This design comes from an exercise in tuning for a short achievable clock period and few clock cycles per item on the open sky130 flow, not from production work. Function was checked by simulation only, so behaviour that the tests miss may differ from the original. Power is estimated from default activity; no workload was simulated.

## top_cpu
module top_cpu#(
  parameter ADDR_WIDTH       = 32,
  parameter DATA_WIDTH       = 32
)(
  input                   clk,
  input                   rst,
  output [ADDR_WIDTH-1:0] imem_addr,
  input  [DATA_WIDTH-1:0] imem_rdata,
  output [ADDR_WIDTH-1:0] dmem_addr,
  output                  dmem_re,
  output                  dmem_we,
  output [DATA_WIDTH-1:0] dmem_wdata,
  input  [DATA_WIDTH-1:0] dmem_rdata,
  output                  retire_valid,
  output [ADDR_WIDTH-1:0] retire_pc,
  output                  retire_rd_we,
  output [4:0]            retire_rd,
  output [DATA_WIDTH-1:0] retire_rd_wdata
);
clock: 12.0 ns
lec_check: 0
cap_margin: 20
core_margin: 2
core_utilization: 40
cts_cluster_diameter: 60
cts_cluster_size: 20
slew_margin: 20
synth_hierarchical: 1
synth_minimum_keep_size: 0
standard.sh (not shown) runs the stock make flow with config.mk's settings and CLKGATE_MAP_FILE= SYNTH_SCRIPT=/design/flow/synth_recipe.tcl, a recipe that flattens the netlist after the stock synthesis.
==> flow/flow/run.sh <==
#!/bin/bash
# The standard layout, with timing repair aimed well below the clock period:
# SETUP_SLACK_MARGIN asks repair_timing for that much slack at the design's
# 12 ns clock, so the achieved period is pushed toward 12 - margin.
set -euo pipefail
bash standard.sh SETUP_SLACK_MARGIN=8.5 finish > standard_make.log 2>&1
Testbench counts at the start, summed over its fixed seeds: cycles 24,956, instrs 24,000.
Next try:
--- a/flow/design.v
+++ b/flow/design.v
@@ -253,17 +253,16 @@
   wire        m1_f  = wr_m & (rd_m == rs1_f);
   wire        m2_f  = wr_m & (rd_m == rs2_f);
   wire [31:0] r1_f, r2_f, b_f;
   mux u_r1 (.input1(rf1_f), .sel(~m1_f), .input2({32{m1_f}} & wd_x), .out_data(r1_f));
   mux u_r2 (.input1(rf2_f), .sel(~m2_f), .input2({32{m2_f}} & wd_x), .out_data(r2_f));
   mux u_b  (.input1(rf2_f), .sel(~use_imm_f & ~m2_f),
             .input2(use_imm_f ? imm_f : ({32{m2_f}} & wd_x)), .out_data(b_f));
   wire stall_f = ld_e & wr_e & ((rs1_f == rd_e) | (use_rs2_f & (rs2_f == rd_e)));
-  reg  rp_f;                               
   wire alu_any = is_r_f | is_i_f;
   wire f_add  = (alu_any & f3_f == 3'b000 & ~(is_r_f & f7_f)) | is_ld_f | is_st_f;
   wire f_sub  = is_r_f & f3_f == 3'b000 & f7_f;
   wire f_sll  = alu_any & f3_f == 3'b001;
   wire f_slt  = alu_any & f3_f == 3'b010;
   wire f_sltu = alu_any & f3_f == 3'b011;
   wire f_xor  = alu_any & f3_f == 3'b100;
   wire f_srl  = alu_any & f3_f == 3'b101 & ~f7_f;
@@ -300,25 +299,24 @@
   alu_control u_tgt (.pc(pc_e), .offset(offb_e), .target(tgt_x));
   wire [31:0] alt_x = pred_e ? pcp4_e : tgt_x;
   branch_check u_br (.br(br_e), .fa(fa_m_e), .fb(fb_m_e),
                      .t_eq(bq_eq_e), .t_lt(bq_lt_e), .t_ltu(bq_ltu_e), .inv(bq_inv_e),
                      .eq_ab(eq_ab), .lt_ab(lt_ab), .ltu_ab(ltu_ab),
                      .eq_mb(eq_mb), .lt_mb(lt_mb), .ltu_mb(ltu_mb),
                      .eq_am(eq_am), .lt_am(lt_am), .ltu_am(ltu_am),
                      .eq(eq_x), .lt(lt_x), .ltu(ltu_x), .mis(mis_e));
-  wire        tsel_f  = ~rst & ~rp_f & pred_f;
-  wire [31:0] nother_f = rst ? 32'd0 : rp_f ? pc_e : pcp4_f;
-  wire [31:0] npc0_f, npc_f;
-  mux u_npc (.input1(tgt_f), .sel(tsel_f), .input2({32{~tsel_f}} & nother_f), .out_data(npc0_f));
-  mux u_mis (.input1(alt_x), .sel(mis_e & ~rst), .input2({32{~mis_e | rst}} & npc0_f), .out_data(npc_f));
-  wire go_f = ~stall_f & ~mis_e & ~rp_f;   
+  wire        tsel_f  = ~rst & ~mis_e & ~stall_f & pred_f;
+  wire [31:0] nother_f = rst ? 32'd0 : mis_e ? alt_x : stall_f ? pc_f :
+                         pred_f ? 32'd0 : pcp4_f;
+  wire [31:0] npc_f;
+  mux u_npc (.input1(tgt_f), .sel(tsel_f), .input2(nother_f), .out_data(npc_f));
+  wire go_f = ~stall_f & ~mis_e;           
   always @(posedge clk) begin
     pc_f <= npc_f;
-    rp_f <= ~rst & stall_f;
     v_e  <= ~rst & go_f;
     wr_e <= ~rst & go_f & wr_f;
     ld_e <= ~rst & go_f & is_ld_f;
     st_e <= ~rst & go_f & is_st_f;
     br_e <= ~rst & go_f & is_br_f;
     pc_e <= pc_f;
     rd_e <= rd_f;
     f3_e <= f3_f;
What happened:
- fmax goes down by 1.4%
- via count stays flat
- combinational power rises by about 3%
- clock-buffer cell count is unchanged
- utilization stays flat
- final area barely changes
- first-iteration DRC count decreases by 2.3%
- synthesized cell count rises by 0.48%
- register-to-register slack gets worse by 0.13 ns
- total power grows by 0.87%
- die area drops by 0.46%
- routed wire length drops by 2.5%
- final cell count hardly moves
Testbench counts after the change, summed over its fixed seeds: cycles 24,810, instrs 24,000.

port drivers added, routing unchanged:
Ports are ideal in the flow. The routed layouts listed here were re-timed in OpenROAD. Step 1: set_driving_cell puts a clkbuf_16 on clk and a buf_2 on each other input, an assumption about the parent block. Step 2 moves the port delays by t, midway between the first and last clock arrival at a register: inputs arrive t later, outputs are due t later. That takes back most of the time a late clock gives input paths. Three values: ideal ports, drivers, drivers and shift; two values: the first two.
run	shift t [ns]	slack for setup (ns)	latest minus earliest clock arrival (ns)
the first run	0.928	8.144 / 7.981 / 7.053	0.054 / 0.054
the second run	0.947	8.090 / 7.863 / 6.916	0.067 / 0.067
After both steps every run listed still meets setup and hold. For the second run, which loses most, drivers alone change the setup slack by -0.227 ns; drivers and shift together by -1.174 ns.
